Context: an optimization exercise on an open-source flow, tuned for small area, a short achievable clock period and few clock cycles per item. The choices shown serve that exercise and are no tape-out recipe.
Where RTL was checked, it was by simulation tests only, not by an equivalence proof against the original.
The RTL of runs 1 and 2 was laid out without a check of its function.
Power is estimated from default activity; no workload was simulated.

**design/flow/design.v**
```verilog
`timescale 1ns / 1ps
`default_nettype none
module lc4_ldout(input  wire [15:0] dmem,
                 input  wire [15:0] res,
                 input  wire [15:0] b,
                 input  wire        is_ldr,
                 input  wire        is_str,
                 output wire [15:0] wdata,
                 output wire [2:0]  nzp,
                 output wire [15:0] dmem_data);
   assign wdata = is_ldr ? dmem : res;
   wire ld_z  = dmem == 16'd0;
   wire res_z = res == 16'd0;
   assign nzp = is_ldr ? {dmem[15], ld_z, ~dmem[15] & ~ld_z}
                       : {res[15], res_z, ~res[15] & ~res_z};
   assign dmem_data = is_ldr ? dmem : is_str ? b : 16'd0;
endmodule
module lc4_resmux(input  wire [8:0]  sel,
                  input  wire [15:0] addres, mul, shr, logres, sx9, hic, pc1, quo, rem,
                  output wire [15:0] res);
   assign res = ({16{sel[0]}} & addres) | ({16{sel[1]}} & mul) | ({16{sel[2]}} & shr) |
                ({16{sel[3]}} & logres) | ({16{sel[4]}} & sx9) | ({16{sel[5]}} & hic) |
                ({16{sel[6]}} & pc1)    | ({16{sel[7]}} & quo) | ({16{sel[8]}} & rem);
endmodule
module lc4_npcmux(input  wire [4:0]  sel,
                  input  wire [15:0] pc1, s, jsr, a, trap,
                  output wire [15:0] npc);
   assign npc = ({16{sel[0]}} & pc1) | ({16{sel[1]}} & s) | ({16{sel[2]}} & jsr) |
                ({16{sel[3]}} & a)   | ({16{sel[4]}} & trap);
endmodule
`timescale 1ns / 1ps
`default_nettype none
module lc4_pg(input  wire [15:0] opa,
              input  wire [15:0] opb,
              input  wire        neg,
              output wire [15:0] ap,       
              output wire [15:0] ag);      
   wire [15:0] ob = opb ^ {16{neg}};
   assign ap = opa ^ ob;
   assign ag = opa & ob;
endmodule
module lc4_carry(input  wire [15:0] ap,
                 input  wire [15:0] ag,
                 input  wire        cin,
                 output wire [16:0] cy);
   assign cy[0] = cin;
   genvar gj;
   generate
      for (gj = 0; gj < 16; gj = gj + 1) begin : g_c
         if (gj % 2 == 1) begin : g_la
            assign cy[gj+1] = ag[gj] | (ap[gj] & ag[gj-1]) | (ap[gj] & ap[gj-1] & cy[gj-1]);
         end else begin : g_r
            assign cy[gj+1] = ag[gj] | (ap[gj] & cy[gj]);
         end
      end
   endgenerate
endmodule
module lc4_sumlog(input  wire [15:0] ap,
                  input  wire [15:0] ag,
                  input  wire [16:0] cy,
                  input  wire        is_cmp,
                  input  wire        cmpu,      
                  input  wire        a15,       
                  input  wire        b15,
                  input  wire [2:0]  lsel,
                  output wire [15:0] s,
                  output wire [15:0] addres,    
                  output wire [15:0] logres);
   assign s = ap ^ cy[15:0];
   wire lt = cmpu ? ~cy[16] : ((a15 ^ b15) ? a15 : s[15]);
   assign addres = is_cmp ? {lt, s[14:1], s[0] | s[15]} : s;
   assign logres = ({16{lsel[0]}} & ag) | ({16{lsel[1]}} & (ap | ag)) | ({16{lsel[2]}} & ap);
endmodule
`timescale 1ns / 1ps
`default_nettype none
module lc4_div_steps #(parameter R = 4)
   (input  wire [15:0]  rem_in,
    input  wire [R-1:0] din,
    input  wire [15:0]  divisor,
    output wire [15:0]  rem_out,
    output wire [15:0]  rem_1,      
    output wire [R-1:0] q);
   wire [15:0] r [0:R];
   assign r[0] = rem_in;
   genvar i, j;
   generate
      for (i = 0; i < R; i = i + 1) begin : g_st
         wire [16:0] x = {r[i], din[R-1-i]};
         wire [16:0] bw;                         
         assign bw[0] = 1'b0;
         for (j = 0; j < 16; j = j + 1) begin : g_b
            assign bw[j+1] = (~x[j] & divisor[j]) | (~x[j] & bw[j]) | (divisor[j] & bw[j]);
         end
         wire [15:0] d = x[15:0] ^ divisor ^ bw[15:0];
         wire ok = x[16] | ~bw[16];
         assign q[R-1-i] = ok;
         assign r[i+1] = ok ? d : x[15:0];
      end
   endgenerate
   assign rem_out = r[R];
   assign rem_1 = r[1];
endmodule
`timescale 1ns / 1ps
`default_nettype none
module lc4_mul16(input  wire [15:0] an,    
                 input  wire [15:0] bn,    
                 output wire [15:0] p);
   wire [15:0] pp [0:15];
   genvar gi;
   generate
      for (gi = 0; gi < 16; gi = gi + 1) begin : g_pp
         assign pp[gi] = ~(an | {16{bn[gi]}});
      end
   endgenerate
   wire w1 = pp[0][13] ^ pp[1][12];
   wire w2 = pp[0][13] & pp[1][12];
   wire w3 = pp[0][14] ^ pp[1][13] ^ pp[2][12];
   wire w4 = (pp[0][14] & pp[1][13]) | (pp[0][14] & pp[2][12]) | (pp[1][13] & pp[2][12]);
   wire w5 = pp[3][11] ^ pp[4][10];
   wire w6 = pp[3][11] & pp[4][10];
   wire w7 = pp[0][15] ^ pp[1][14] ^ pp[2][13];
   wire w9 = pp[3][12] ^ pp[4][11] ^ pp[5][10];
   wire w11 = pp[6][9] ^ pp[7][8];
   wire w13 = pp[0][9] ^ pp[1][8];
   wire w14 = pp[0][9] & pp[1][8];
   wire w15 = pp[0][10] ^ pp[1][9] ^ pp[2][8];
   wire w16 = (pp[0][10] & pp[1][9]) | (pp[0][10] & pp[2][8]) | (pp[1][9] & pp[2][8]);
   wire w17 = pp[3][7] ^ pp[4][6];
   wire w18 = pp[3][7] & pp[4][6];
   wire w19 = pp[0][11] ^ pp[1][10] ^ pp[2][9];
   wire w20 = (pp[0][11] & pp[1][10]) | (pp[0][11] & pp[2][9]) | (pp[1][10] & pp[2][9]);
   wire w21 = pp[3][8] ^ pp[4][7] ^ pp[5][6];
   wire w22 = (pp[3][8] & pp[4][7]) | (pp[3][8] & pp[5][6]) | (pp[4][7] & pp[5][6]);
   wire w23 = pp[6][5] ^ pp[7][4];
   wire w24 = pp[6][5] & pp[7][4];
   wire w25 = pp[0][12] ^ pp[1][11] ^ pp[2][10];
   wire w26 = (pp[0][12] & pp[1][11]) | (pp[0][12] & pp[2][10]) | (pp[1][11] & pp[2][10]);
   wire w27 = pp[3][9] ^ pp[4][8] ^ pp[5][7];
   wire w28 = (pp[3][9] & pp[4][8]) | (pp[3][9] & pp[5][7]) | (pp[4][8] & pp[5][7]);
   wire w29 = pp[6][6] ^ pp[7][5] ^ pp[8][4];
   wire w30 = (pp[6][6] & pp[7][5]) | (pp[6][6] & pp[8][4]) | (pp[7][5] & pp[8][4]);
   wire w31 = pp[9][3] ^ pp[10][2];
   wire w32 = pp[9][3] & pp[10][2];
   wire w33 = pp[2][11] ^ pp[3][10] ^ pp[4][9];
   wire w34 = (pp[2][11] & pp[3][10]) | (pp[2][11] & pp[4][9]) | (pp[3][10] & pp[4][9]);
   wire w35 = pp[5][8] ^ pp[6][7] ^ pp[7][6];
   wire w36 = (pp[5][8] & pp[6][7]) | (pp[5][8] & pp[7][6]) | (pp[6][7] & pp[7][6]);
   wire w37 = pp[8][5] ^ pp[9][4] ^ pp[10][3];
   wire w38 = (pp[8][5] & pp[9][4]) | (pp[8][5] & pp[10][3]) | (pp[9][4] & pp[10][3]);
   wire w39 = pp[11][2] ^ pp[12][1] ^ pp[13][0];
   wire w40 = (pp[11][2] & pp[12][1]) | (pp[11][2] & pp[13][0]) | (pp[12][1] & pp[13][0]);
   wire w41 = pp[5][9] ^ pp[6][8] ^ pp[7][7];
   wire w42 = (pp[5][9] & pp[6][8]) | (pp[5][9] & pp[7][7]) | (pp[6][8] & pp[7][7]);
   wire w43 = pp[8][6] ^ pp[9][5] ^ pp[10][4];
   wire w44 = (pp[8][6] & pp[9][5]) | (pp[8][6] & pp[10][4]) | (pp[9][5] & pp[10][4]);
   wire w45 = pp[11][3] ^ pp[12][2] ^ pp[13][1];
   wire w46 = (pp[11][3] & pp[12][2]) | (pp[11][3] & pp[13][1]) | (pp[12][2] & pp[13][1]);
   wire w47 = pp[14][0] ^ w3 ^ w5;
   wire w48 = (pp[14][0] & w3) | (pp[14][0] & w5) | (w3 & w5);
   wire w49 = pp[8][7] ^ pp[9][6] ^ pp[10][5];
   wire w51 = pp[11][4] ^ pp[12][3] ^ pp[13][2];
   wire w53 = pp[14][1] ^ pp[15][0] ^ w7;
   wire w55 = w9 ^ w11 ^ w4;
   wire w57 = pp[0][6] ^ pp[1][5];
   wire w58 = pp[0][6] & pp[1][5];
   wire w59 = pp[0][7] ^ pp[1][6] ^ pp[2][5];
   wire w60 = (pp[0][7] & pp[1][6]) | (pp[0][7] & pp[2][5]) | (pp[1][6] & pp[2][5]);
   wire w61 = pp[3][4] ^ pp[4][3];
   wire w62 = pp[3][4] & pp[4][3];
   wire w63 = pp[0][8] ^ pp[1][7] ^ pp[2][6];
   wire w64 = (pp[0][8] & pp[1][7]) | (pp[0][8] & pp[2][6]) | (pp[1][7] & pp[2][6]);
   wire w65 = pp[3][5] ^ pp[4][4] ^ pp[5][3];
   wire w66 = (pp[3][5] & pp[4][4]) | (pp[3][5] & pp[5][3]) | (pp[4][4] & pp[5][3]);
   wire w67 = pp[6][2] ^ pp[7][1];
   wire w68 = pp[6][2] & pp[7][1];
   wire w69 = pp[2][7] ^ pp[3][6] ^ pp[4][5];
   wire w70 = (pp[2][7] & pp[3][6]) | (pp[2][7] & pp[4][5]) | (pp[3][6] & pp[4][5]);
   wire w71 = pp[5][4] ^ pp[6][3] ^ pp[7][2];
   wire w72 = (pp[5][4] & pp[6][3]) | (pp[5][4] & pp[7][2]) | (pp[6][3] & pp[7][2]);
   wire w73 = pp[8][1] ^ pp[9][0] ^ w13;
   wire w74 = (pp[8][1] & pp[9][0]) | (pp[8][1] & w13) | (pp[9][0] & w13);
   wire w75 = pp[5][5] ^ pp[6][4] ^ pp[7][3];
   wire w76 = (pp[5][5] & pp[6][4]) | (pp[5][5] & pp[7][3]) | (pp[6][4] & pp[7][3]);
   wire w77 = pp[8][2] ^ pp[9][1] ^ pp[10][0];
   wire w78 = (pp[8][2] & pp[9][1]) | (pp[8][2] & pp[10][0]) | (pp[9][1] & pp[10][0]);
   wire w79 = w15 ^ w17 ^ w14;
   wire w80 = (w15 & w17) | (w15 & w14) | (w17 & w14);
   wire w81 = pp[8][3] ^ pp[9][2] ^ pp[10][1];
   wire w82 = (pp[8][3] & pp[9][2]) | (pp[8][3] & pp[10][1]) | (pp[9][2] & pp[10][1]);
   wire w83 = pp[11][0] ^ w19 ^ w21;
   wire w84 = (pp[11][0] & w19) | (pp[11][0] & w21) | (w19 & w21);
   wire w85 = w23 ^ w16 ^ w18;
   wire w86 = (w23 & w16) | (w23 & w18) | (w16 & w18);
   wire w87 = pp[11][1] ^ pp[12][0] ^ w25;
   wire w88 = (pp[11][1] & pp[12][0]) | (pp[11][1] & w25) | (pp[12][0] & w25);
   wire w89 = w27 ^ w29 ^ w31;
   wire w90 = (w27 & w29) | (w27 & w31) | (w29 & w31);
   wire w91 = w20 ^ w22 ^ w24;
   wire w92 = (w20 & w22) | (w20 & w24) | (w22 & w24);
   wire w93 = w1 ^ w33 ^ w35;
   wire w94 = (w1 & w33) | (w1 & w35) | (w33 & w35);
   wire w95 = w37 ^ w39 ^ w26;
   wire w96 = (w37 & w39) | (w37 & w26) | (w39 & w26);
   wire w97 = w28 ^ w30 ^ w32;
   wire w98 = (w28 & w30) | (w28 & w32) | (w30 & w32);
   wire w99 = w2 ^ w41 ^ w43;
   wire w100 = (w2 & w41) | (w2 & w43) | (w41 & w43);
   wire w101 = w45 ^ w47 ^ w34;
   wire w102 = (w45 & w47) | (w45 & w34) | (w47 & w34);
   wire w103 = w36 ^ w38 ^ w40;
   wire w104 = (w36 & w38) | (w36 & w40) | (w38 & w40);
   wire w105 = w6 ^ w49 ^ w51;
   wire w107 = w53 ^ w55 ^ w42;
   wire w109 = w44 ^ w46 ^ w48;
   wire w111 = pp[0][4] ^ pp[1][3];
   wire w112 = pp[0][4] & pp[1][3];
   wire w113 = pp[0][5] ^ pp[1][4] ^ pp[2][3];
   wire w114 = (pp[0][5] & pp[1][4]) | (pp[0][5] & pp[2][3]) | (pp[1][4] & pp[2][3]);
   wire w115 = pp[3][2] ^ pp[4][1];
   wire w116 = pp[3][2] & pp[4][1];
   wire w117 = pp[2][4] ^ pp[3][3] ^ pp[4][2];
   wire w118 = (pp[2][4] & pp[3][3]) | (pp[2][4] & pp[4][2]) | (pp[3][3] & pp[4][2]);
   wire w119 = pp[5][1] ^ pp[6][0] ^ w57;
   wire w120 = (pp[5][1] & pp[6][0]) | (pp[5][1] & w57) | (pp[6][0] & w57);
   wire w121 = pp[5][2] ^ pp[6][1] ^ pp[7][0];
   wire w122 = (pp[5][2] & pp[6][1]) | (pp[5][2] & pp[7][0]) | (pp[6][1] & pp[7][0]);
   wire w123 = w59 ^ w61 ^ w58;
   wire w124 = (w59 & w61) | (w59 & w58) | (w61 & w58);
   wire w125 = pp[8][0] ^ w63 ^ w65;
   wire w126 = (pp[8][0] & w63) | (pp[8][0] & w65) | (w63 & w65);
   wire w127 = w67 ^ w60 ^ w62;
   wire w128 = (w67 & w60) | (w67 & w62) | (w60 & w62);
   wire w129 = w69 ^ w71 ^ w73;
   wire w130 = (w69 & w71) | (w69 & w73) | (w71 & w73);
   wire w131 = w64 ^ w66 ^ w68;
   wire w132 = (w64 & w66) | (w64 & w68) | (w66 & w68);
   wire w133 = w75 ^ w77 ^ w79;
   wire w134 = (w75 & w77) | (w75 & w79) | (w77 & w79);
   wire w135 = w70 ^ w72 ^ w74;
   wire w136 = (w70 & w72) | (w70 & w74) | (w72 & w74);
   wire w137 = w81 ^ w83 ^ w85;
   wire w138 = (w81 & w83) | (w81 & w85) | (w83 & w85);
   wire w139 = w76 ^ w78 ^ w80;
   wire w140 = (w76 & w78) | (w76 & w80) | (w78 & w80);
   wire w141 = w87 ^ w89 ^ w91;
   wire w142 = (w87 & w89) | (w87 & w91) | (w89 & w91);
   wire w143 = w82 ^ w84 ^ w86;
   wire w144 = (w82 & w84) | (w82 & w86) | (w84 & w86);
   wire w145 = w93 ^ w95 ^ w97;
   wire w146 = (w93 & w95) | (w93 & w97) | (w95 & w97);
   wire w147 = w88 ^ w90 ^ w92;
   wire w148 = (w88 & w90) | (w88 & w92) | (w90 & w92);
   wire w149 = w99 ^ w101 ^ w103;
   wire w150 = (w99 & w101) | (w99 & w103) | (w101 & w103);
   wire w151 = w94 ^ w96 ^ w98;
   wire w152 = (w94 & w96) | (w94 & w98) | (w96 & w98);
   wire w153 = w105 ^ w107 ^ w109;
   wire w155 = w100 ^ w102 ^ w104;
   wire w157 = pp[0][3] ^ pp[1][2];
   wire w158 = pp[0][3] & pp[1][2];
   wire w159 = pp[2][2] ^ pp[3][1] ^ pp[4][0];
   wire w160 = (pp[2][2] & pp[3][1]) | (pp[2][2] & pp[4][0]) | (pp[3][1] & pp[4][0]);
   wire w161 = pp[5][0] ^ w113 ^ w115;
   wire w162 = (pp[5][0] & w113) | (pp[5][0] & w115) | (w113 & w115);
   wire w163 = w117 ^ w119 ^ w114;
   wire w164 = (w117 & w119) | (w117 & w114) | (w119 & w114);
   wire w165 = w121 ^ w123 ^ w118;
   wire w166 = (w121 & w123) | (w121 & w118) | (w123 & w118);
   wire w167 = w125 ^ w127 ^ w122;
   wire w168 = (w125 & w127) | (w125 & w122) | (w127 & w122);
   wire w169 = w129 ^ w131 ^ w126;
   wire w170 = (w129 & w131) | (w129 & w126) | (w131 & w126);
   wire w171 = w133 ^ w135 ^ w130;
   wire w172 = (w133 & w135) | (w133 & w130) | (w135 & w130);
   wire w173 = w137 ^ w139 ^ w134;
   wire w174 = (w137 & w139) | (w137 & w134) | (w139 & w134);
   wire w175 = w141 ^ w143 ^ w138;
   wire w176 = (w141 & w143) | (w141 & w138) | (w143 & w138);
   wire w177 = w145 ^ w147 ^ w142;
   wire w178 = (w145 & w147) | (w145 & w142) | (w147 & w142);
   wire w179 = w149 ^ w151 ^ w146;
   wire w180 = (w149 & w151) | (w149 & w146) | (w151 & w146);
   wire w181 = w153 ^ w155 ^ w150;
   wire w183 = pp[0][2] ^ pp[1][1];
   wire w184 = pp[0][2] & pp[1][1];
   wire w185 = pp[2][1] ^ pp[3][0] ^ w157;
   wire w186 = (pp[2][1] & pp[3][0]) | (pp[2][1] & w157) | (pp[3][0] & w157);
   wire w187 = w111 ^ w159 ^ w158;
   wire w188 = (w111 & w159) | (w111 & w158) | (w159 & w158);
   wire w189 = w112 ^ w161 ^ w160;
   wire w190 = (w112 & w161) | (w112 & w160) | (w161 & w160);
   wire w191 = w116 ^ w163 ^ w162;
   wire w192 = (w116 & w163) | (w116 & w162) | (w163 & w162);
   wire w193 = w120 ^ w165 ^ w164;
   wire w194 = (w120 & w165) | (w120 & w164) | (w165 & w164);
   wire w195 = w124 ^ w167 ^ w166;
   wire w196 = (w124 & w167) | (w124 & w166) | (w167 & w166);
   wire w197 = w128 ^ w169 ^ w168;
   wire w198 = (w128 & w169) | (w128 & w168) | (w169 & w168);
   wire w199 = w132 ^ w171 ^ w170;
   wire w200 = (w132 & w171) | (w132 & w170) | (w171 & w170);
   wire w201 = w136 ^ w173 ^ w172;
   wire w202 = (w136 & w173) | (w136 & w172) | (w173 & w172);
   wire w203 = w140 ^ w175 ^ w174;
   wire w204 = (w140 & w175) | (w140 & w174) | (w175 & w174);
   wire w205 = w144 ^ w177 ^ w176;
   wire w206 = (w144 & w177) | (w144 & w176) | (w177 & w176);
   wire w207 = w148 ^ w179 ^ w178;
   wire w208 = (w148 & w179) | (w148 & w178) | (w179 & w178);
   wire w209 = w152 ^ w181 ^ w180;
   wire [15:0] ra = {w209, w207, w205, w203, w201, w199, w197, w195, w193, w191, w189, w187, w185, pp[2][0], pp[0][1], pp[0][0]};
   wire [15:0] rb = {w208, w206, w204, w202, w200, w198, w196, w194, w192, w190, w188, w186, w184, w183, pp[1][0], 1'b0};
   wire [16:0] cy;
   assign cy[0] = 1'b0;
   generate
      for (gi = 0; gi < 16; gi = gi + 1) begin : g_add
         assign cy[gi+1] = (ra[gi] & rb[gi]) | (ra[gi] & cy[gi]) | (rb[gi] & cy[gi]);
      end
   endgenerate
   assign p = ra ^ rb ^ cy[15:0];
endmodule
`timescale 1ns / 1ps
`default_nettype none
module lc4_rd8(input  wire [127:0] rf,
               input  wire [7:0]   oh,
               output wire [15:0]  d);
   assign d = ({16{oh[0]}} & rf[15:0])   | ({16{oh[1]}} & rf[31:16]) |
              ({16{oh[2]}} & rf[47:32])  | ({16{oh[3]}} & rf[63:48]) |
              ({16{oh[4]}} & rf[79:64])  | ({16{oh[5]}} & rf[95:80]) |
              ({16{oh[6]}} & rf[111:96]) | ({16{oh[7]}} & rf[127:112]);
endmodule
module lc4_dec8(input  wire [2:0] sel,
                output wire [7:0] oh);
   assign oh = 8'd1 << sel;
endmodule
`timescale 1ns / 1ps
`default_nettype none
module lc4_opbmux(input  wire [6:0]  sel,
                  input  wire [15:0] b,
                  input  wire [10:0] imm,      
                  output wire [15:0] opb);
   wire [15:0] sx5  = {{11{imm[4]}}, imm[4:0]};
   wire [15:0] sx6  = {{10{imm[5]}}, imm[5:0]};
   wire [15:0] sx7  = {{9{imm[6]}}, imm[6:0]};
   wire [15:0] zx7  = {9'd0, imm[6:0]};
   wire [15:0] sx9  = {{7{imm[8]}}, imm[8:0]};
   wire [15:0] sx11 = {{5{imm[10]}}, imm[10:0]};
   assign opb = ({16{sel[0]}} & b)   | ({16{sel[1]}} & sx5) | ({16{sel[2]}} & sx6) |
                ({16{sel[3]}} & sx7) | ({16{sel[4]}} & zx7) | ({16{sel[5]}} & sx9) |
                ({16{sel[6]}} & sx11);
endmodule
`timescale 1ns / 1ps
`default_nettype none
module lc4_processor
   (input  wire        clk,
    input  wire        rst,
    input  wire        gwe,
    output wire [15:0] o_cur_pc,
    input  wire [15:0] i_cur_insn,
    output wire [15:0] o_dmem_addr,
    input  wire [15:0] i_cur_dmem_data,
    output wire        o_dmem_we,
    output wire [15:0] o_dmem_towrite,
    output wire [1:0]  test_stall,
    output wire [15:0] test_cur_pc,
    output wire [15:0] test_cur_insn,
    output wire        test_regfile_we,
    output wire [2:0]  test_regfile_wsel,
    output wire [15:0] test_regfile_data,
    output wire        test_nzp_we,
    output wire [2:0]  test_nzp_new_bits,
    output wire        test_dmem_we,
    output wire [15:0] test_dmem_addr,
    output wire [15:0] test_dmem_data,
    input  wire [7:0]  switch_data,
    output wire [7:0]  led_data);
   assign led_data = switch_data;
   reg [15:0]  pc;       
   reg [15:0]  ir;
   reg         valid;    
   reg [2:0]   dcnt;     
   reg [15:0]  remr;     
   reg [14:0]  qr;       
   reg [2:0]   nzp;
   reg [127:0] rf;       
   wire [3:0] op = ir[15:12];
   wire is_br    = op == 4'h0;
   wire is_arith = op == 4'h1;
   wire is_cmp   = op == 4'h2;
   wire is_jsr   = op == 4'h4;
   wire is_logic = op == 4'h5;
   wire is_ldr   = op == 4'h6;
   wire is_str   = op == 4'h7;
   wire is_rti   = op == 4'h8;
   wire is_const = op == 4'h9;
   wire is_shift = op == 4'ha;
   wire is_jmp   = op == 4'hc;
   wire is_hic   = op == 4'hd;
   wire is_trap  = op == 4'hf;
   wire is_mul  = is_arith & ir[5:3] == 3'b001;
   wire is_div  = is_arith & ir[5:3] == 3'b011;
   wire is_mod  = is_shift & ir[5:4] == 2'b11;
   wire is_long = is_div | is_mod;
   wire dlast   = dcnt[2] & dcnt[0];
   wire busy    = is_long & ~dlast;       
   wire rf_we_d  = is_arith | is_jsr | is_logic | is_ldr | is_const |
                   is_shift | is_hic | is_trap;
   wire nzp_we_d = rf_we_d | is_cmp;
   wire link     = is_jsr | is_trap;
   wire [2:0] wsel = link ? 3'd7 : ir[11:9];
   wire [2:0] ra = (is_cmp | is_hic) ? ir[11:9] :
                   is_rti ? 3'd7 : ir[8:6];
   wire [2:0] rb = is_str ? ir[11:9] : ir[2:0];
   wire [15:0] a, b;
   wire [7:0] oha, ohb;
   lc4_dec8 dca(.sel(ra), .oh(oha));
   lc4_dec8 dcb(.sel(rb), .oh(ohb));
   lc4_rd8 rda(.rf(rf), .oh(oha), .d(a));
   lc4_rd8 rdb(.rf(rf), .oh(ohb), .d(b));
   wire [15:0] opa, opb, s, addres, logres;
   wire        neg, cin;
   wire use_pc = is_br | is_jmp;
   wire is_not = is_logic & ~ir[5] & ir[4:3] == 2'b01;
   wire [6:0] osel;
   assign osel[0] = (is_arith & ~ir[5]) | (is_cmp & ~ir[8]) | (is_logic & ~ir[5] & ~is_not);
   assign osel[1] = (is_arith | is_logic) & ir[5];                
   assign osel[2] = is_ldr | is_str;
   assign osel[3] = is_cmp & ir[8:7] == 2'b10;                    
   assign osel[4] = is_cmp & ir[8:7] == 2'b11;                    
   assign osel[5] = is_br;
   assign osel[6] = is_jmp;
   assign neg = (is_arith & ~ir[5] & ir[4]) | is_cmp | is_not;
   assign cin = neg | use_pc;
   assign opa = use_pc ? pc : a;
   lc4_opbmux os(.sel(osel), .b(b), .imm(ir[10:0]), .opb(opb));
   wire [15:0] ap, ag;
   wire [16:0] cy;
   wire [2:0]  lsel = {~ir[5] & ir[3], ~ir[5] & ir[4] & ~ir[3], ir[5] | ~ir[4] & ~ir[3]};
   lc4_pg     pg(.opa(opa), .opb(opb), .neg(neg), .ap(ap), .ag(ag));
   lc4_carry  ca(.ap(ap), .ag(ag), .cin(cin), .cy(cy));
   lc4_sumlog sl(.ap(ap), .ag(ag), .cy(cy), .is_cmp(is_cmp), .cmpu(ir[7]), .a15(opa[15]),
                 .b15(opb[15]), .lsel(lsel), .s(s), .addres(addres), .logres(logres));
   wire [15:0] sx9  = {{7{ir[8]}}, ir[8:0]};
   wire shr = is_shift & (ir[5] ^ ir[4]);        
   wire [15:0] a_rev, m_rev;
   wire [15:0] onehot = 16'd1 << ir[3:0];
   wire [15:0] ma = shr ? a_rev : a;
   wire [15:0] mb = is_shift ? onehot : b;
   wire [15:0] mul;
   lc4_mul16 mu(.an(~ma), .bn(~mb), .p(mul));
   wire [15:0] fill;
   genvar gj;
   generate
      for (gj = 0; gj < 16; gj = gj + 1) begin : g_rev
         assign a_rev[gj] = a[15-gj];
         assign m_rev[gj] = mul[15-gj];
         assign fill[gj] = ~ir[5] & a[15] & (ir[3:0] > 15 - gj);
      end
   endgenerate
   wire [15:0] pc1 = pc + 16'd1;
   reg [2:0] din;
   always @* begin
      case (dcnt)
        3'd0: din = a[15:13];
        3'd1: din = a[12:10];
        3'd2: din = a[9:7];
        3'd3: din = a[6:4];
        3'd4: din = a[3:1];
        default: din = {a[0], 2'b00};
      endcase
   end
   wire [15:0] rem_in = (dcnt == 3'd0) ? 16'd0 : remr;
   wire [15:0] rem_out, rem_1;
   wire [2:0]  q3;
   lc4_div_steps #(.R(3)) div(.rem_in(rem_in), .din(din), .divisor(b),
                              .rem_out(rem_out), .rem_1(rem_1), .q(q3));
   wire bnz = b != 16'd0;
   wire [15:0] res;
   wire [8:0]  rsel;
   assign rsel[0] = (is_arith & ~is_mul & ~is_div) | is_cmp;      
   assign rsel[1] = is_mul | (is_shift & ir[5:4] == 2'b00);       
   assign rsel[2] = shr;                                           
   assign rsel[3] = is_logic;
   assign rsel[4] = is_const;
   assign rsel[5] = is_hic;
   assign rsel[6] = link;                                          
   assign rsel[7] = is_div & bnz;
   assign rsel[8] = is_mod & bnz;
   lc4_resmux rm(.sel(rsel), .addres(addres), .mul(mul), .shr(m_rev | fill),
                 .logres(logres), .sx9(sx9), .hic({ir[7:0], a[7:0]}), .pc1(pc1),
                 .quo({qr, q3[2]}), .rem(rem_1), .res(res));
   wire [15:0] wdata, dmem_data;
   wire [2:0]  nzp_new;
   lc4_ldout ld(.dmem(i_cur_dmem_data), .res(res), .b(b), .is_ldr(is_ldr), .is_str(is_str),
                .wdata(wdata), .nzp(nzp_new), .dmem_data(dmem_data));
   wire taken = is_br & |(ir[11:9] & nzp);
   wire [15:0] npc;
   wire [4:0]  nsel;
   assign nsel[1] = valid & (taken | (is_jmp & ir[11]));             
   assign nsel[2] = valid & is_jsr & ir[11];                         
   assign nsel[3] = valid & ((is_jsr | is_jmp) & ~ir[11] | is_rti);  
   assign nsel[4] = valid & is_trap;
   assign nsel[0] = ~(nsel[1] | nsel[2] | nsel[3] | nsel[4]);        
   lc4_npcmux nm(.sel(nsel), .pc1(pc1), .s(s), .jsr({pc[15], ir[10:0], 4'd0}), .a(a),
                 .trap({8'h80, ir[7:0]}), .npc(npc));
   assign o_cur_pc = npc;
   wire adv = ~(valid & busy);       
   wire rf_we = valid & rf_we_d & ~busy;
   wire [15:0] rf_wd = wdata;
   always @(posedge clk) begin
      if (gwe) begin
         if (rst) begin
            pc    <= 16'h81ff;
            valid <= 1'b0;
            dcnt  <= 3'd0;
            nzp   <= 3'b000;
         end else begin
            if (adv) begin
               pc    <= npc;
               ir    <= i_cur_insn;
               valid <= 1'b1;
            end
            if (valid & is_long) begin
               dcnt <= dlast ? 3'd0 : dcnt + 3'd1;
               if (busy) begin
                  remr <= rem_out;
                  qr   <= {qr[11:0], q3};
               end
            end
            if (valid & nzp_we_d & ~busy) nzp <= nzp_new;
         end
      end
   end
   wire [15:0] rf_in = rst ? 16'd0 : rf_wd;
   genvar gi;
   generate
      for (gi = 0; gi < 8; gi = gi + 1) begin : g_rf
         always @(posedge clk)
            if (gwe & (rst | (rf_we & wsel == gi)))
               rf[gi*16 +: 16] <= rf_in;
      end
   endgenerate
   assign o_dmem_addr    = s;
   assign o_dmem_we      = valid & is_str;
   assign o_dmem_towrite = b;
   assign test_stall        = {1'b0, ~valid | busy};
   assign test_cur_pc       = pc;
   assign test_cur_insn     = ir;
   assign test_regfile_we   = rf_we_d;
   assign test_regfile_wsel = wsel;
   assign test_regfile_data = wdata;
   assign test_nzp_we       = nzp_we_d;
   assign test_nzp_new_bits = nzp_new;
   assign test_dmem_we      = is_str;
   assign test_dmem_addr    = (is_ldr | is_str) ? s : 16'd0;
   assign test_dmem_data    = dmem_data;
endmodule
```
**design/flow/flow/run.sh**
```bash
#!/bin/bash
# The standard layout, except that the ports are buffered with buf_1
# cells instead of the delay buffers buffer_ports picks by default. Each
# make run's full output goes to a log file of its own here.
set -euo pipefail
bash standard.sh synth > flow_synth.log 2>&1
bash standard.sh "BUFFER_PORTS_ARGS=-buffer_cell sky130_fd_sc_hd__buf_1" finish > flow_finish.log 2>&1
```
**design/flow/standard.sh**
```bash
#!/bin/bash
# synth_recipe.tcl (not shown) runs the flow's synth.tcl, then flattens the netlist and writes it again
# the make line also repeats each setting of config.mk as NAME=value (left out here)
make -C /OpenROAD-flow-scripts/flow DESIGN_CONFIG=/design/flow/config.mk WORK_HOME=/design/flow/orfs CLKGATE_MAP_FILE= SYNTH_SCRIPT=/design/flow/synth_recipe.tcl "${@:-finish}"
```
**design/flow/config.mk**
```make
export PLATFORM = sky130hd
export DESIGN_NAME = lc4_processor
export DESIGN_NICKNAME = lc4_processor
export VERILOG_FILES = /design/flow/design.v
export SDC_FILE = /design/flow/constraint.sdc
export NUM_CORES = 4
export LEC_CHECK = 0
export CAP_MARGIN = 20
export CORE_MARGIN = 2
export CORE_UTILIZATION = 30
export CTS_BUF_LIST = sky130_fd_sc_hd__clkbuf_8
export SLEW_MARGIN = 20
export SYNTH_HIERARCHICAL = 1
```
**design/flow/constraint.sdc**
```tcl
create_clock -name core_clock -period 70.0 [get_ports {clk}]
set_input_delay 14.0000 -clock core_clock [delete_from_list [all_inputs] [get_ports {clk}]]
set_output_delay 14.0000 -clock core_clock [all_outputs]
set_load 0.01 [all_outputs]
```
==> summary.md, run 1 <==
| Metric | Value |
|---|---|
| Startpoint Class | input port |
| CP bufs+invs | 2 |
| Mapped cell area | 18500 µm² |
| CP dominant cell by count | buf_1 |
| R2r setup slk | 44.81 ns |
| Vias after detailed routing | 15800 |
| Largest net degree at the start of global routing | 44 |
| Critical Path Fanout Max | 3 |
| Setup violations, final | 0 |
| Final hold vios | 0 |
| Slew @ Worst Pin | 1.12 ns |
| Post-Synth XOR/XNOR Area | 3.73% |
| I/O Buffers | 173 |
| Crit. Startpoint | i_cur_dmem_data[11] |
| Layout area overhead | 9.48% |
| Cells after Synth | 1730 |
| Clock Path Buffers | 2 |
| Reg2reg path depth | 72 |
| Count of flip-flops with a built-in enable after synthesis | 198 |
| Max Freq | 33.9 MHz |
| CTS buffer count | 17 |
| Setup TNS | 0 ns |
| Nets | 2090 |
| Static Leak | 0.00777 µW |
| WHS Path Cells | 0 |
| Tmin final | 29.49 ns |
| Initial Util | 30.5% |
| CTS resizes | 0 |
| DRT iter0 DRCs | 2394 |
| Area of the die | 63600 µm² |
| Power Total | 650 µW |
| Yosys warning count | 9 |
| Synth Register Bits | 198 |
| Worst Path Required | 56.00 ns |
| Initial antenna violation count | 2 |
| Reg clk slew, reported paths | 0.12 ns |
| CTS tree | built |
| DR vias/cell | 5.91 |
| Slew Limit Fails | 0 |
| Yosys cell types | 86 |
| Slowest library cell on the worst path | nor4_2 |
| # rows | 90 |
| First-pass detailed-route iteration total | 9 |
| CTS Sinks | 198 |
| Wire per inst | 27.3 µm |
| Final WL | 72900 µm |
| Crit-path max cell delay | 0.70 ns |
| Part of the cycle the worst path needs | 42.1% |
| RSZ-0062 raised after global routing | false |
| Synthesized area per cell | 10.7 µm² |
| Multiplexer area fraction after synthesis | 5.81% |
| CP endpoint kind | primary output |
| Later-pin clock latency in the skew report | 0.54 ns |
| Post-Route Skew | 0.0202 ns |
| Vias in the first global route | 15600 |
| Synth Area in Compound Gates | 17.6% |
| Slew headroom | 25.4% |
| CP Depth | 5 |
| Hold Path Class | reg -> reg |
| Largest family of logic cells by synthesized area | compound AO/OA/AOI/OAI gates |
| DRC | 0 |
| Max H-tree Level | 4 |
| Die width | 252 µm |
| CTS Hold Bufs | 0 |
| Global route overflow | 0 |
| I/O pin cnt | 191 |
| CP cell instances | buf_1 > nor4_2 > nand4_1 > a32o_2 > buf_1 |
| Setup bufs post-CTS | 0 |
| Number of max-cap violations | 0 |
| First-pass GRT wire length | 105000 µm |
| Pwr Density | 32.1 nW/µm² |
| Final cell utilization of the core | 33.4% |
| Gr usage total | 22.6% |
| Share of layout cells above drive strength 1 | 15.1% |
| HPWL Detailed | 53200 µm |
| Post-DRT Antenna Nets | 0 |
| Post-Synth Adder-Cell Area | 17.5% |
| Placer Congestion | 0.947 |
| Critical Path AT | 15.49 ns |
| Finished Cell Area | 20200 µm² |
| Primary FF master, synth | edfxtp_1 |
| Worst setup path end | test_nzp_new_bits[0] |
| Peak VDD IR | 0.0000241 V |
| Fillers | 6071 |
| Worst reg2reg path startpoint | ir[13] |
| Async S/R FF share, synth | 0% |
| Reg2Reg Capture Point | remr[5] |
| Outcome | timing/DRC/antenna clean |
| Die height | 252 µm |
| Seq/Total Area, Yosys | 32.2% |
| Dpl cell area | 19800 µm² |
| Simple-gate share of the synthesized area | 14.0% |
| Core footprint | 60600 µm² |
| Kind of critical path | in -> out |
| Delay-heaviest family, CP | simple AND/OR/NAND/NOR gates |
| CTS root buffer | clkbuf_8 |
==> layout by cell type (no fill, tap or decap), types with 30 or more instances in the layout <==
master and count:
nor2b_1 31, a222oi_1 35, or2_2 36, nand3_1 40, edfxtp_1 198, nand2_1 64
xor2_1 46, buf_4 86, xnor2_1 30, mux2i_1 46, nor2_1 132, buf_1 172
nand4_1 42, ha_1 42, fa_1 135, a22oi_1 165, inv_1 142, mux2_2 34
a22o_1 40
==> Yosys stat by module (local to each module, per instance), a selection <==
module         copies in the design  cell area (µm²)
lc4_processor                     1             8670
lc4_mul16                         1             3220
lc4_resmux                        1              801
lc4_ldout                         1              495
lc4_npcmux                        1              388
lc4_opbmux                        1              308
==> through the flow <==
stage	hold slack [ns]	setup WS, ns	std cells
after floorplan	0.428	41.33	1741
after global placement	0.434	40.47	2633
after detailed placement	0.443	40.52	2633
after CTS	0.472	40.51	2664
after global routing	0.483	40.41	2664
final	0.475	40.51	2670
==> per-layer routing <==
layer	track usage (%)	wire (µm)	up-vias
met4	10.9	3260	0
met1	30.1	29100	7839
li1	-	-	6626
met2	33.1	31200	1104
met5	0	0	-
met3	7.03	9270	198
==> layout make-up <==
type / instances / area (µm²) / area share [%]
sequential: 198 / 5950 / 29.4
timing repair buffer: 259 / 1300 / 6.41
multi-input combinational: 1250 / 11000 / 54.5
clock inverter: 14 / 183 / 0.903
antenna: 6 / 15.0 / 0.0742
inverter: 144 / 541 / 2.67
tap: 782 / 978 / 4.84
clock buffer: 17 / 234 / 1.16
==> cell families after synthesis <==
group	Yosys count
and+or+nand+nor	483
buffers and inverters	293
adders and majority gates	178
other	2
muxes	97
AOI/OAI and AO/OA	402
xor gates and xnor gates	77
DFF	198
==> sequential cells by signal (all words and copies together), names as in the netlist <==
| name | cells |
|---|---|
| dcnt | 3 |
| ir | 16 |
| nzp | 3 |
| pc | 16 |
| qr | 15 |
| remr | 16 |
| rf | 128 |
| valid | 1 |
==> worst min-delay path by stage <==
| stage | start | to | slack (ns) |
|---|---|---|---|
| after floorplan | qr[7] | qr[10] | 0.43 |
| after global placement | qr[7] | qr[10] | 0.43 |
| after detailed placement | qr[5] | qr[8] | 0.44 |
| after CTS | qr[5] | qr[8] | 0.47 |
| after global routing | qr[5] | qr[8] | 0.48 |
| final | qr[3] | qr[6] | 0.47 |
==> power by group <==
part	internal, µW	switching [µW]	leakage [µW]
clock	30.1	48.5	0.000197
sequential	147	5.54	0.00189
combinational	167	251	0.00568
total	344	305	0.00777
==> cell usage after synthesis, types with 7 or more instances <==
cell type | n | area (µm²)
mux2_4 | 7 | 105
and2_1 | 18 | 113
a21oi_1 | 28 | 140
mux2i_1 | 46 | 460
edfxtp_1 | 198 | 5950
o31ai_1 | 7 | 52.6
o21bai_1 | 10 | 75.1
o41ai_1 | 8 | 70.1
nand4_1 | 42 | 263
a22o_1 | 40 | 350
or2_2 | 36 | 225
nor2_1 | 133 | 499
inv_1 | 142 | 533
buf_2 | 22 | 110
and3_1 | 27 | 169
o21ai_0 | 23 | 115
a22oi_1 | 165 | 1240
nand2_1 | 64 | 240
clkbuf_1 | 35 | 131
a21o_1 | 8 | 60.1
mux2_2 | 34 | 383
a22o_2 | 9 | 90.1
ha_1 | 42 | 526
a222oi_1 | 35 | 350
a221oi_2 | 9 | 135
fa_1 | 135 | 2700
nor2b_1 | 31 | 194
nor4_1 | 16 | 100
a221oi_1 | 8 | 70.1
mux2_1 | 9 | 101
buf_4 | 37 | 278
o22ai_1 | 7 | 43.8
xnor2_1 | 30 | 263
nand3_1 | 40 | 200
nand2b_1 | 13 | 81.3
buf_6 | 47 | 529
xor2_1 | 46 | 403
nor3_1 | 24 | 120
==> worst register-to-register path: cells and delay by family, from the launching register on <==
kind | cells | cell delay [ns]
muxes | 3 | 1.29
buffers and inverters | 9 | 1.20
and+or+nand+nor | 8 | 3.20
adders and majority gates | 45 | 17.28
DFF | 1 | 0.38
AOI/OAI and AO/OA | 7 | 1.62
==> run 2, diff against run 1 <==
--- a/design/flow/config.mk
+++ b/design/flow/config.mk
@@ -9,5 +9,4 @@
 export CORE_MARGIN = 2
 export CORE_UTILIZATION = 30
-export CTS_BUF_LIST = sky130_fd_sc_hd__clkbuf_8
 export SLEW_MARGIN = 20
 export SYNTH_HIERARCHICAL = 1
==> summary.md, run 2 <==
| Metric | Value |
|---|---|
| CTS Hold Bufs | 0 (unchanged) |
| Initial Util | 30.5% (unchanged) |
| Reg clk slew, reported paths | 0.08 ns (-0.04 ns) |
| CP bufs+invs | 2 (unchanged) |
| Final WL | 73000 µm (+0.13%) |
| Part of the cycle the worst path needs | 42.1% (about the same) |
| Delay-heaviest family, CP | simple AND/OR/NAND/NOR gates |
| CP dominant cell by count | buf_1 |
| Seq/Total Area, Yosys | 32.2% (unchanged) |
| Static Leak | 0.00785 µW (+1.1%) |
| Mapped cell area | 18500 µm² (unchanged) |
| First-pass GRT wire length | 105000 µm (about the same) |
| Tmin final | 29.48 ns (-0.0100 ns) |
| # rows | 90 (unchanged) |
| CP Depth | 5 (unchanged) |
| Setup violations, final | 0 (unchanged) |
| Post-Route Skew | 0.0132 ns (-0.00698 ns) |
| Max Freq | 33.9 MHz (about the same) |
| Pwr Density | 33.1 nW/µm² (+2.9%) |
| Async S/R FF share, synth | 0% (unchanged) |
| Top cells by area, synth | edfxtp_1 32%, fa_1 15%, a22oi_1 6.7% |
| Synth Register Bits | 198 (unchanged) |
| Synth top cells by count | 198 x edfxtp_1, 165 x a22oi_1, 142 x inv_1 |
| Yosys warning count | 9 (unchanged) |
| Critical Path Fanout Max | 3 (unchanged) |
| Post-synth top area cell | edfxtp_1 |
| CTS buffer count | 17 (unchanged) |
| RSZ-0062 raised after global routing | false |
| Hold WS | 0.466 ns (-0.00860 ns) |
| Setup bufs post-CTS | 0 (unchanged) |
| Cells after Synth | 1730 (unchanged) |
| Peak VDD IR | 0.0000239 V (-0.67%) |
| First-pass detailed-route iteration total | 10 (+1) |
| Final hold vios | 0 (unchanged) |
| Count of flip-flops with a built-in enable after synthesis | 198 (unchanged) |
| P_int | 365 µW (+6.1%) |
| Yosys cell types | 86 (unchanged) |
| Core footprint | 60600 µm² (unchanged) |
| I/O Buffers | 173 (unchanged) |
| Die width | 252 µm (unchanged) |
| DRC | 0 (unchanged) |
| Combinational cell fraction of total power | 62.1% (-2.3 points) |
| Vias after detailed routing | 15900 (+0.65%) |
| Startpoint Class | input port |
| Outcome | timing/DRC/antenna clean |
| CTS resizes | 0 (unchanged) |
| Wire per inst | 27.4 µm (+0.28%) |
| Number of max-cap violations | 0 (unchanged) |
| WHS Path Cells | 0 (unchanged) |
| Share of the synthesized area in the top cell type | 32.2% (unchanged) |
| Setup TNS | 0 ns (unchanged) |
| Reg2reg path depth | 72 (unchanged) |
| CTS Sinks | 198 (unchanged) |
| Nets | 2090 (unchanged) |
| Sequential share of power | 22.6% (-0.9 points) |
| Synthesized area per cell | 10.7 µm² (unchanged) |
| DR vias/cell | 5.95 (+0.80%) |
| Max reg flops | 128 (unchanged) |
| Placer Congestion | 0.947 (unchanged) |
| Slowest library cell on the worst path | nor4_2 |
| Area of the die | 63600 µm² (unchanged) |
| Primary FF master, synth | edfxtp_1 |
| Initial antenna violation count | 1 (-1) |
| I/O pin cnt | 191 (unchanged) |
| Slew @ Worst Pin | 1.10 ns (-0.0236 ns) |
| Layout area overhead | 10.5% |
| Biggest register | rf |
| Later-pin clock latency in the skew report | 0.48 ns (-0.06 ns) |
| Critical Path AT | 15.48 ns (about the same) |
| Largest net degree at the start of global routing | 44 (unchanged) |
| Gr usage total | 22.6% (about the same) |
| CP endpoint kind | primary output |
| CTS tree | built |
| CTS root buffer | clkbuf_16 |
| Fillers | 6064 (-0.12%) |
| Switching Power | 309 µW (+1.3%) |
| Slew headroom | 27.0% (+1.6 points) |
| Most common cell after layout, fill and taps aside | edfxtp_1 |
| Hold Path Class | reg -> reg |
| Switching share of power | 45.8% (-1.2 points) |
| Worst Path Required | 56.00 ns (about the same) |
| HPWL Detailed | 53200 µm (unchanged) |
| Kind of critical path | in -> out |
| Clock Path Buffers | 2 (unchanged) |
| Most frequent cell after synthesis | edfxtp_1 |
| Global route overflow | 0 (unchanged) |
| Post-DRT Antenna Nets | 0 (unchanged) |
| CP cell instances | buf_1 > nor4_2 > nand4_1 > a32o_2 > buf_1 |
| Clock Power Share | 15.3% (+3.2 points) |
| Slew Limit Fails | 0 (unchanged) |
| Crit-path max cell delay | 0.68 ns (-0.02 ns) |
| Share of layout cells above drive strength 1 | 15.1% (unchanged) |
| Most frequent cells in the layout | 198 x edfxtp_1, 172 x buf_1, 165 x a22oi_1 |
| Vias in the first global route | 15600 (+0.0064%) |
| Die height | 252 µm (unchanged) |
| DRT iter0 DRCs | 2531 (+5.7%) |
| Max H-tree Level | 4 (unchanged) |
run 2: logic make-up (layout without fill, tap and decap cells):
logic type,after synthesis,in the layout,synth area share (%)
adder cells (fa/ha/maj),178,178,17.5
buffers and inverters,293,434,9.11
AND/OR/NAND/NOR,483,483,14.0
XOR/XNOR,77,77,3.73
AO/OA/AOI/OAI,402,402,17.6
multiplexers,97,97,5.81
flip-flops,198,198,32.2
other,2,15,0.0407
run 2: modules after synthesis, one instance, submodules excluded, a selection:
| module | times used | cells inside |
|---|---|---|
| lc4_carry | 1 | 42 |
| lc4_dec8 | 2 | 8 |
| lc4_ldout | 1 | 54 |
| lc4_mul16 | 1 | 367 |
| lc4_npcmux | 1 | 55 |
| lc4_opbmux | 1 | 54 |
| lc4_pg | 1 | 34 |
| lc4_processor | 1 | 608 |
| lc4_rd8 | 2 | 96 |
| lc4_resmux | 1 | 93 |
| lc4_sumlog | 1 | 59 |
run 2: power groups by stage:
stage               Sequential [µW]  Clock (µW)  Combinational (µW)
floorplan                       154           0                 283
global placement                154           0                 409
detailed placement              155           0                 415
CTS                             152         104                 418
global route                    153         109                 454
finish                          152         103                 419
run 2: layout make-up:
cell class              instances  area [µm²]  share of cell area [%]
clock inverters                14         183                   0.895
well taps                     782         978                    4.80
clock buffers                  17         425                    2.08
inverters                     144         541                    2.65
repair buffers                259        1300                    6.35
diodes                          2        5.00                  0.0245
flip-flops and latches        198        5950                    29.1
multi-input cells            1250       11000                    54.1
run 2: final timing paths:
path                                             end                 from  slack (ns)
worst max register to register               remr[5]               ir[13]       44.86
worst min-delay path                           qr[5]                qr[2]        0.47
worst min register to register                 qr[5]                qr[2]        0.47
worst max-delay path            test_nzp_new_bits[0]  i_cur_dmem_data[11]       40.52
run 2: per-stage QoR:
step / util (%) / std cells / power (µW) / area [µm²] / setup WS, ns
floorplan: - / 1741 / 437 / 18500 / 41.33
global placement: 32.6 / 2633 / 564 / 19800 / 40.47
detailed placement: 32.6 / 2633 / 570 / 19800 / 40.52
CTS: 33.6 / 2664 / 674 / 20400 / 40.51
global route: 33.7 / 2664 / 716 / 20400 / 40.47
finish: 33.7 / 2666 / 674 / 20400 / 40.52
run 2: layer usage:
layer	track usage (%)	part of all wire, %
met5	0	0
met4	10.4	4.6
met3	6.68	12
met2	33.2	42
met1	30.5	41
==> run 3, diff against run 2 <==
--- a/design/flow/design.v
+++ b/design/flow/design.v
@@ -16,10 +16,10 @@
    assign dmem_data = is_ldr ? dmem : is_str ? b : 16'd0;
 endmodule
-module lc4_resmux(input  wire [8:0]  sel,
-                  input  wire [15:0] addres, mul, shr, logres, sx9, hic, pc1, quo, rem,
+module lc4_resmux(input  wire [7:0]  sel,
+                  input  wire [15:0] addres, shr, logres, sx9, hic, pc1, quo, rem,
                   output wire [15:0] res);
-   assign res = ({16{sel[0]}} & addres) | ({16{sel[1]}} & mul) | ({16{sel[2]}} & shr) |
-                ({16{sel[3]}} & logres) | ({16{sel[4]}} & sx9) | ({16{sel[5]}} & hic) |
-                ({16{sel[6]}} & pc1)    | ({16{sel[7]}} & quo) | ({16{sel[8]}} & rem);
+   assign res = ({16{sel[0]}} & addres) | ({16{sel[1]}} & shr) | ({16{sel[2]}} & logres) |
+                ({16{sel[3]}} & sx9)    | ({16{sel[4]}} & hic) | ({16{sel[5]}} & pc1) |
+                ({16{sel[6]}} & quo)    | ({16{sel[7]}} & rem);
 endmodule
 module lc4_npcmux(input  wire [4:0]  sel,
@@ -79,5 +79,4 @@
     input  wire [15:0]  divisor,
     output wire [15:0]  rem_out,
-    output wire [15:0]  rem_1,      
     output wire [R-1:0] q);
    wire [15:0] r [0:R];
@@ -99,5 +98,4 @@
    endgenerate
    assign rem_out = r[R];
-   assign rem_1 = r[1];
 endmodule
 `timescale 1ns / 1ps
@@ -105,5 +103,6 @@
 module lc4_mul16(input  wire [15:0] an,    
                  input  wire [15:0] bn,    
-                 output wire [15:0] p);
+                 output wire [15:0] ra,
+                 output wire [15:0] rb);
    wire [15:0] pp [0:15];
    genvar gi;
@@ -309,14 +308,6 @@
    wire w208 = (w148 & w179) | (w148 & w178) | (w179 & w178);
    wire w209 = w152 ^ w181 ^ w180;
-   wire [15:0] ra = {w209, w207, w205, w203, w201, w199, w197, w195, w193, w191, w189, w187, w185, pp[2][0], pp[0][1], pp[0][0]};
-   wire [15:0] rb = {w208, w206, w204, w202, w200, w198, w196, w194, w192, w190, w188, w186, w184, w183, pp[1][0], 1'b0};
-   wire [16:0] cy;
-   assign cy[0] = 1'b0;
-   generate
-      for (gi = 0; gi < 16; gi = gi + 1) begin : g_add
-         assign cy[gi+1] = (ra[gi] & rb[gi]) | (ra[gi] & cy[gi]) | (rb[gi] & cy[gi]);
-      end
-   endgenerate
-   assign p = ra ^ rb ^ cy[15:0];
+   assign ra = {w209, w207, w205, w203, w201, w199, w197, w195, w193, w191, w189, w187, w185, pp[2][0], pp[0][1], pp[0][0]};
+   assign rb = {w208, w206, w204, w202, w200, w198, w196, w194, w192, w190, w188, w186, w184, w183, pp[1][0], 1'b0};
 endmodule
 `timescale 1ns / 1ps
@@ -336,6 +327,16 @@
 `timescale 1ns / 1ps
 `default_nettype none
-module lc4_opbmux(input  wire [6:0]  sel,
+module lc4_opamux(input  wire [3:0]  sel,
+                  input  wire [15:0] a,
+                  input  wire [15:0] pc,
+                  input  wire [15:0] ra,
+                  input  wire [15:0] x0,
+                  output wire [15:0] opa);
+   assign opa = ({16{sel[0]}} & a) | ({16{sel[1]}} & pc) | ({16{sel[2]}} & ra) |
+                ({16{sel[3]}} & x0);
+endmodule
+module lc4_opbmux(input  wire [7:0]  sel,
                   input  wire [15:0] b,
+                  input  wire [15:0] rb,
                   input  wire [10:0] imm,      
                   output wire [15:0] opb);
@@ -348,5 +349,5 @@
    assign opb = ({16{sel[0]}} & b)   | ({16{sel[1]}} & sx5) | ({16{sel[2]}} & sx6) |
                 ({16{sel[3]}} & sx7) | ({16{sel[4]}} & zx7) | ({16{sel[5]}} & sx9) |
-                ({16{sel[6]}} & sx11);
+                ({16{sel[6]}} & sx11) | ({16{sel[7]}} & rb);
 endmodule
 `timescale 1ns / 1ps
@@ -418,28 +419,4 @@
    lc4_rd8 rda(.rf(rf), .oh(oha), .d(a));
    lc4_rd8 rdb(.rf(rf), .oh(ohb), .d(b));
-   wire [15:0] opa, opb, s, addres, logres;
-   wire        neg, cin;
-   wire use_pc = is_br | is_jmp;
-   wire is_not = is_logic & ~ir[5] & ir[4:3] == 2'b01;
-   wire [6:0] osel;
-   assign osel[0] = (is_arith & ~ir[5]) | (is_cmp & ~ir[8]) | (is_logic & ~ir[5] & ~is_not);
-   assign osel[1] = (is_arith | is_logic) & ir[5];                
-   assign osel[2] = is_ldr | is_str;
-   assign osel[3] = is_cmp & ir[8:7] == 2'b10;                    
-   assign osel[4] = is_cmp & ir[8:7] == 2'b11;                    
-   assign osel[5] = is_br;
-   assign osel[6] = is_jmp;
-   assign neg = (is_arith & ~ir[5] & ir[4]) | is_cmp | is_not;
-   assign cin = neg | use_pc;
-   assign opa = use_pc ? pc : a;
-   lc4_opbmux os(.sel(osel), .b(b), .imm(ir[10:0]), .opb(opb));
-   wire [15:0] ap, ag;
-   wire [16:0] cy;
-   wire [2:0]  lsel = {~ir[5] & ir[3], ~ir[5] & ir[4] & ~ir[3], ir[5] | ~ir[4] & ~ir[3]};
-   lc4_pg     pg(.opa(opa), .opb(opb), .neg(neg), .ap(ap), .ag(ag));
-   lc4_carry  ca(.ap(ap), .ag(ag), .cin(cin), .cy(cy));
-   lc4_sumlog sl(.ap(ap), .ag(ag), .cy(cy), .is_cmp(is_cmp), .cmpu(ir[7]), .a15(opa[15]),
-                 .b15(opb[15]), .lsel(lsel), .s(s), .addres(addres), .logres(logres));
-   wire [15:0] sx9  = {{7{ir[8]}}, ir[8:0]};
    wire shr = is_shift & (ir[5] ^ ir[4]);        
    wire [15:0] a_rev, m_rev;
@@ -447,6 +424,6 @@
    wire [15:0] ma = shr ? a_rev : a;
    wire [15:0] mb = is_shift ? onehot : b;
-   wire [15:0] mul;
-   lc4_mul16 mu(.an(~ma), .bn(~mb), .p(mul));
+   wire [15:0] mra, mrb;
+   lc4_mul16 mu(.an(~ma), .bn(~mb), .ra(mra), .rb(mrb));
    wire [15:0] fill;
    genvar gj;
@@ -454,9 +431,8 @@
       for (gj = 0; gj < 16; gj = gj + 1) begin : g_rev
          assign a_rev[gj] = a[15-gj];
-         assign m_rev[gj] = mul[15-gj];
+         assign m_rev[gj] = s[15-gj];
          assign fill[gj] = ~ir[5] & a[15] & (ir[3:0] > 15 - gj);
       end
    endgenerate
-   wire [15:0] pc1 = pc + 16'd1;
    reg [2:0] din;
    always @* begin
@@ -471,21 +447,54 @@
    end
    wire [15:0] rem_in = (dcnt == 3'd0) ? 16'd0 : remr;
-   wire [15:0] rem_out, rem_1;
-   wire [2:0]  q3;
-   lc4_div_steps #(.R(3)) div(.rem_in(rem_in), .din(din), .divisor(b),
-                              .rem_out(rem_out), .rem_1(rem_1), .q(q3));
+   wire [15:0] x0 = {rem_in[14:0], din[2]};
+   wire [15:0] opa, opb, s, addres, logres;
+   wire        neg, cin;
+   wire use_pc = is_br | is_jmp;
+   wire use_mul = is_mul | (is_shift & ~(ir[5] & ir[4]));        
+   wire is_not = is_logic & ~ir[5] & ir[4:3] == 2'b01;
+   wire [7:0] osel;
+   assign osel[0] = (is_arith & ~ir[5] & ~is_mul) | (is_cmp & ~ir[8]) | (is_logic & ~ir[5] & ~is_not) |
+                    is_mod;
+   assign osel[1] = (is_arith | is_logic) & ir[5];                
+   assign osel[2] = is_ldr | is_str;
+   assign osel[3] = is_cmp & ir[8:7] == 2'b10;                    
+   assign osel[4] = is_cmp & ir[8:7] == 2'b11;                    
+   assign osel[5] = is_br;
+   assign osel[6] = is_jmp;
+   assign osel[7] = use_mul;                                      
+   assign neg = (is_arith & ~ir[5] & ir[4]) | is_cmp | is_not | is_mod;    
+   assign cin = neg | use_pc;
+   lc4_opamux oa(.sel({is_long, use_mul, use_pc, ~use_pc & ~use_mul & ~is_long}), .a(a), .pc(pc),
+                 .ra(mra), .x0(x0), .opa(opa));
+   lc4_opbmux os(.sel(osel), .b(b), .rb(mrb), .imm(ir[10:0]), .opb(opb));
+   wire [15:0] ap, ag;
+   wire [16:0] cy;
+   wire [2:0]  lsel = {~ir[5] & ir[3], ~ir[5] & ir[4] & ~ir[3], ir[5] | ~ir[4] & ~ir[3]};
+   lc4_pg     pg(.opa(opa), .opb(opb), .neg(neg), .ap(ap), .ag(ag));
+   lc4_carry  ca(.ap(ap), .ag(ag), .cin(cin), .cy(cy));
+   lc4_sumlog sl(.ap(ap), .ag(ag), .cy(cy), .is_cmp(is_cmp), .cmpu(ir[7]), .a15(opa[15]),
+                 .b15(opb[15]), .lsel(lsel), .s(s), .addres(addres), .logres(logres));
+   wire [15:0] sx9  = {{7{ir[8]}}, ir[8:0]};
+   wire [15:0] pc1 = pc + 16'd1;
+   wire ok0 = rem_in[15] | cy[16];
+   wire [15:0] rem_1 = ok0 ? s : x0;
+   wire [15:0] rem_out;
+   wire [1:0]  q2;
+   lc4_div_steps #(.R(2)) div(.rem_in(rem_1), .din(din[1:0]), .divisor(b),
+                              .rem_out(rem_out), .q(q2));
+   wire [2:0]  q3 = {ok0, q2};
    wire bnz = b != 16'd0;
    wire [15:0] res;
-   wire [8:0]  rsel;
-   assign rsel[0] = (is_arith & ~is_mul & ~is_div) | is_cmp;      
-   assign rsel[1] = is_mul | (is_shift & ir[5:4] == 2'b00);       
-   assign rsel[2] = shr;                                           
-   assign rsel[3] = is_logic;
-   assign rsel[4] = is_const;
-   assign rsel[5] = is_hic;
-   assign rsel[6] = link;                                          
-   assign rsel[7] = is_div & bnz;
-   assign rsel[8] = is_mod & bnz;
-   lc4_resmux rm(.sel(rsel), .addres(addres), .mul(mul), .shr(m_rev | fill),
+   wire [7:0]  rsel;
+   assign rsel[0] = (is_arith & ~is_div) | is_cmp |               
+                    (is_shift & ir[5:4] == 2'b00);                
+   assign rsel[1] = shr;                                           
+   assign rsel[2] = is_logic;
+   assign rsel[3] = is_const;
+   assign rsel[4] = is_hic;
+   assign rsel[5] = link;                                          
+   assign rsel[6] = is_div & bnz;
+   assign rsel[7] = is_mod & bnz;
+   lc4_resmux rm(.sel(rsel), .addres(addres), .shr(m_rev | fill),
                  .logres(logres), .sx9(sx9), .hic({ir[7:0], a[7:0]}), .pc1(pc1),
                  .quo({qr, q3[2]}), .rem(rem_1), .res(res));
--- a/design/flow/config.mk
+++ b/design/flow/config.mk
@@ -9,4 +9,5 @@
 export CORE_MARGIN = 2
 export CORE_UTILIZATION = 30
+export CTS_BUF_LIST = sky130_fd_sc_hd__clkbuf_8
 export SLEW_MARGIN = 20
 export SYNTH_HIERARCHICAL = 1
==> summary.md, run 3 <==
| Metric | Value |
|---|---|
| Share of the synthesized area in the top cell type | 32.5% (+0.29 points) |
| Yosys warning count | 9 (unchanged) |
| Hold endpoint | qr[7] |
| Later-pin clock latency in the skew report | 0.52 ns (+0.04 ns) |
| Max H-tree Level | 4 (unchanged) |
| Pwr Density | 30.3 nW/µm² (-8.5%) |
| Synth Register Bits | 198 (unchanged) |
| Nets | 2001 (-4.3%) |
| Max reg flops | 128 (unchanged) |
| DR vias/cell | 6.03 (+1.3%) |
| Primary FF master, synth | edfxtp_1 |
| Switching Power | 265 µW (-14%) |
| Share of layout cells above drive strength 1 | 16.6% (+1.4 points) |
| Placer Congestion | 0.986 (+4.1%) |
| Hold Path Class | reg -> reg |
| Setup slack after layout | 40.62 ns (+0.105 ns) |
| Most frequent cells in the layout | 230 x a22oi_1, 198 x edfxtp_1, 172 x buf_1 |
| P_int | 325 µW (-11%) |
| Hold WS | 0.458 ns (-0.00827 ns) |
| CTS root buffer | clkbuf_8 |
| Biggest register | rf |
| Seq/Total Area, Yosys | 32.5% (+0.29 points) |
| Crit. Startpoint | i_cur_dmem_data[8] |
| Core footprint | 60400 µm² (-0.37%) |
| Post-DRT Antenna Nets | 0 (unchanged) |
| Yosys cell types | 91 (+5.8%) |
| Async S/R FF share, synth | 0% (unchanged) |
| Setup TNS | 0 ns (unchanged) |
| Die height | 251 µm (-0.44%) |
| CP endpoint kind | primary output |
| Clock Path Buffers | 2 (unchanged) |
| Area of the die | 63000 µm² (-0.88%) |
| Gr usage total | 23.2% (+0.65 points) |
| Synth top cells by count | 230 x a22oi_1, 198 x edfxtp_1, 121 x inv_1 |
| CTS tree | built |
| Reg2reg path depth | 61 (-15%) |
| I/O Buffers | 173 (unchanged) |
| Sequential share of power | 25.9% (+3.3 points) |
| First-pass detailed-route iteration total | 6 (-4) |
| RSZ-0062 raised after global routing | false |
| DRC | 0 (unchanged) |
| Number of max-cap violations | 0 (unchanged) |
| Slew headroom | 14.9% (-12 points) |
| Mapped cell area | 18300 µm² (-0.89%) |
| Vias in the first global route | 15400 (-1.1%) |
| Vias after detailed routing | 15700 (-0.88%) |
| Tmin final | 29.38 ns (-0.105 ns) |
| Synthesized area per cell | 10.6 µm² (-0.66%) |
| I/O pin cnt | 191 (unchanged) |
| Max Freq | 34.0 MHz (+0.36%) |
| Layout area overhead | 6.66% |
| Setup violations, final | 0 (unchanged) |
| Final cell utilization of the core | 32.3% (-1.3 points) |
| Global route overflow | 0 (unchanged) |
| # rows | 90 (unchanged) |
| Reg clk slew, reported paths | 0.11 ns (+0.03 ns) |
| Initial Util | 30.3% (-0.16 points) |
| Pre-CTS setup slack | 40.59 ns (+0.0785 ns) |
| Die width | 251 µm (-0.44%) |
| Part of the cycle the worst path needs | 42.0% (-0.15 points) |
| Hold Startpoint | qr[4] |
| DRT iter0 DRCs | 2334 (-7.8%) |
| Critical Path AT | 15.38 ns (-0.10 ns) |
| Switching share of power | 44.9% (-0.93 points) |
| HPWL Detailed | 54600 µm (+2.7%) |
| Post-Route Skew | 0.0250 ns (+0.0118 ns) |
| First-pass GRT wire length | 107000 µm (+1.9%) |
| Top cells by area, synth | edfxtp_1 32%, fa_1 12%, a22oi_1 9.4% |
| Cells after Synth | 1726 (-0.23%) |
| Final hold vios | 0 (unchanged) |
| Kind of critical path | in -> out |
| Reg2Reg Capture Point | remr[6] |
| Initial antenna violation count | 6 (+5) |
| Clock Power Share | 12.1% (-3.2 points) |
| Worst Path Required | 56.00 ns (about the same) |
| Slew Limit Fails | 0 (unchanged) |
| Setup bufs post-CTS | 0 (unchanged) |
| CTS Hold Bufs | 0 (unchanged) |
| Most common cell after layout, fill and taps aside | a22oi_1 |
| Outcome | timing/DRC/antenna clean |
| Critical Path Fanout Max | 3 (unchanged) |
| Slew @ Worst Pin | 1.27 ns (+0.170 ns) |
| Final WL | 74400 µm (+2.0%) |
| Combinational cell fraction of total power | 62.0% (about the same) |
| Most frequent cell after synthesis | a22oi_1 |
| Wire per inst | 28.5 µm (+4.2%) |
| Static Leak | 0.00716 µW (-8.8%) |
| Count of flip-flops with a built-in enable after synthesis | 198 (unchanged) |
| Worst reg2reg path startpoint | ir[14] |
| CTS Sinks | 198 (unchanged) |
| CTS buffer count | 17 (unchanged) |
| WHS Path Cells | 0 (unchanged) |
| CTS resizes | 0 (unchanged) |
| Largest net degree at the start of global routing | 43 (-2.3%) |
| Peak VDD IR | 0.0000178 V (-26%) |
| Fillers | 6240 (+2.9%) |
| Startpoint Class | input port |
| Post-synth top area cell | edfxtp_1 |
| R2r setup slk | 45.19 ns (+0.33 ns) |
==> run 3: cell type report <==
class                      count  area [µm²]  share of cell area [%]
multi-input combinational   1232       10600                    54.3
sequential                   198        5950                    30.5
timing repair buffer         237        1140                    5.83
tap                          782         978                    5.01
inverter                     124         468                    2.40
clock buffer                  17         234                    1.20
clock inverter                14         143                   0.731
antenna                        4        10.0                  0.0513
==> run 3: cell families (layout without fill, tap and decap cells) <==
kind of cell | count (synthesis) | after routing | synth area share [%]
AND/OR/NAND/NOR | 470 | 470 | 14.0
flip-flops | 198 | 198 | 32.5
XOR/XNOR | 74 | 74 | 3.66
buffers and inverters | 307 | 392 | 10.6
multiplexers | 86 | 86 | 5.31
AO/OA/AOI/OAI | 440 | 440 | 19.3
adder cells (fa/ha/maj) | 148 | 148 | 14.5
other | 3 | 18 | 0.0615
==> run 3: through the flow <==
stage / std cells / area, µm² / power [µW]
2_1_floorplan: 1737 / 18300 / 435
3_3_place_gp: 2572 / 19100 / 507
3_5_place_dp: 2572 / 19100 / 513
4_1_cts: 2603 / 19500 / 586
5_1_grt: 2604 / 19500 / 627
6_report: 2608 / 19500 / 591
==> run 3: how the worst max path moves through the flow <==
stage / end / slack [ns] / cells past startpoint
finish: test_nzp_new_bits[0] / 40.62 / 5
CTS: test_nzp_new_bits[0] / 40.59 / 5
floorplan: test_nzp_new_bits[0] / 41.33 / 3
global placement: test_nzp_new_bits[0] / 40.60 / 5
global route: test_nzp_new_bits[0] / 40.57 / 5
detailed placement: test_nzp_new_bits[0] / 40.59 / 5
==> run 3: modules after synthesis, one instance, submodules excluded, excerpt <==
| module | cell area (µm²) | cells | flip-flops and latches |
|---|---|---|---|
| lc4_processor | 8750 | 619 | 198 |
| lc4_mul16 | 3140 | 370 | 0 |
| lc4_resmux | 779 | 96 | 0 |
| lc4_ldout | 495 | 54 | 0 |
| lc4_sumlog | 482 | 59 | 0 |
| lc4_opamux | 464 | 56 | 0 |
| lc4_npcmux | 388 | 55 | 0 |
| lc4_pg | 372 | 34 | 0 |
| lc4_carry | 314 | 42 | 0 |
| lc4_dec8 | 65.1 | 8 | 0 |
==> run 3: power groups by stage <==
stage	Clock, µW	Sequential (µW)	Combinational (µW)
2_1_floorplan	0	154	281
3_3_place_gp	0	155	352
3_5_place_dp	0	155	358
4_1_cts	73.0	153	361
5_1_grt	76.3	154	397
6_report	71.3	153	366
==> run 3: metal layers <==
metal	wire length (µm)	GRT usage, %	vias up
li1	-	-	6510
met1	28100	28.6	7851
met2	33500	36.5	1105
met3	8080	6.36	256
met4	4670	13.7	8
met5	57	0	-
==> run 3: critical path: stages <==
cell and delay, ns:
buf_1 0.11, nor4_2 0.41, nand4_1 0.35, a32o_2 0.38, buf_1 0.12
Testbench counts of run 3, summed over its fixed seeds: cycles 176,615, insns 160,000.

separate check: timing with driven ports:
In the flow no input, the clock included, has a driving cell. The finished layouts below were timed again as built, in two steps.
Step 1: set_driving_cell puts a clkbuf_16 on clk and a buf_2 on each other input, an assumption about the parent block.
Step 2 times the ports against the registers' clock, not the clock port: input delays grow and output delays shrink by t, the midpoint of the rising clock arrivals with the driver on.
Slacks: ideal / step 1 / step 2; pairs: ideal / step 1.
run	t (ns)	setup slack, ns	hold slack, ns	worst setup path at the end	slew at the worst register clock pin (ns)
run 1	0.576	40.509 / 40.485 / 40.485	0.475 / 0.475 / 0.475	input to output	0.12 / 0.12
run 2	0.520	40.519 / 40.495 / 40.495	0.466 / 0.466 / 0.466	input to output	0.08 / 0.08
run 3	0.554	40.624 / 40.604 / 40.604	0.458 / 0.458 / 0.458	input to output	0.12 / 0.12
After both steps every run listed still meets setup and hold.
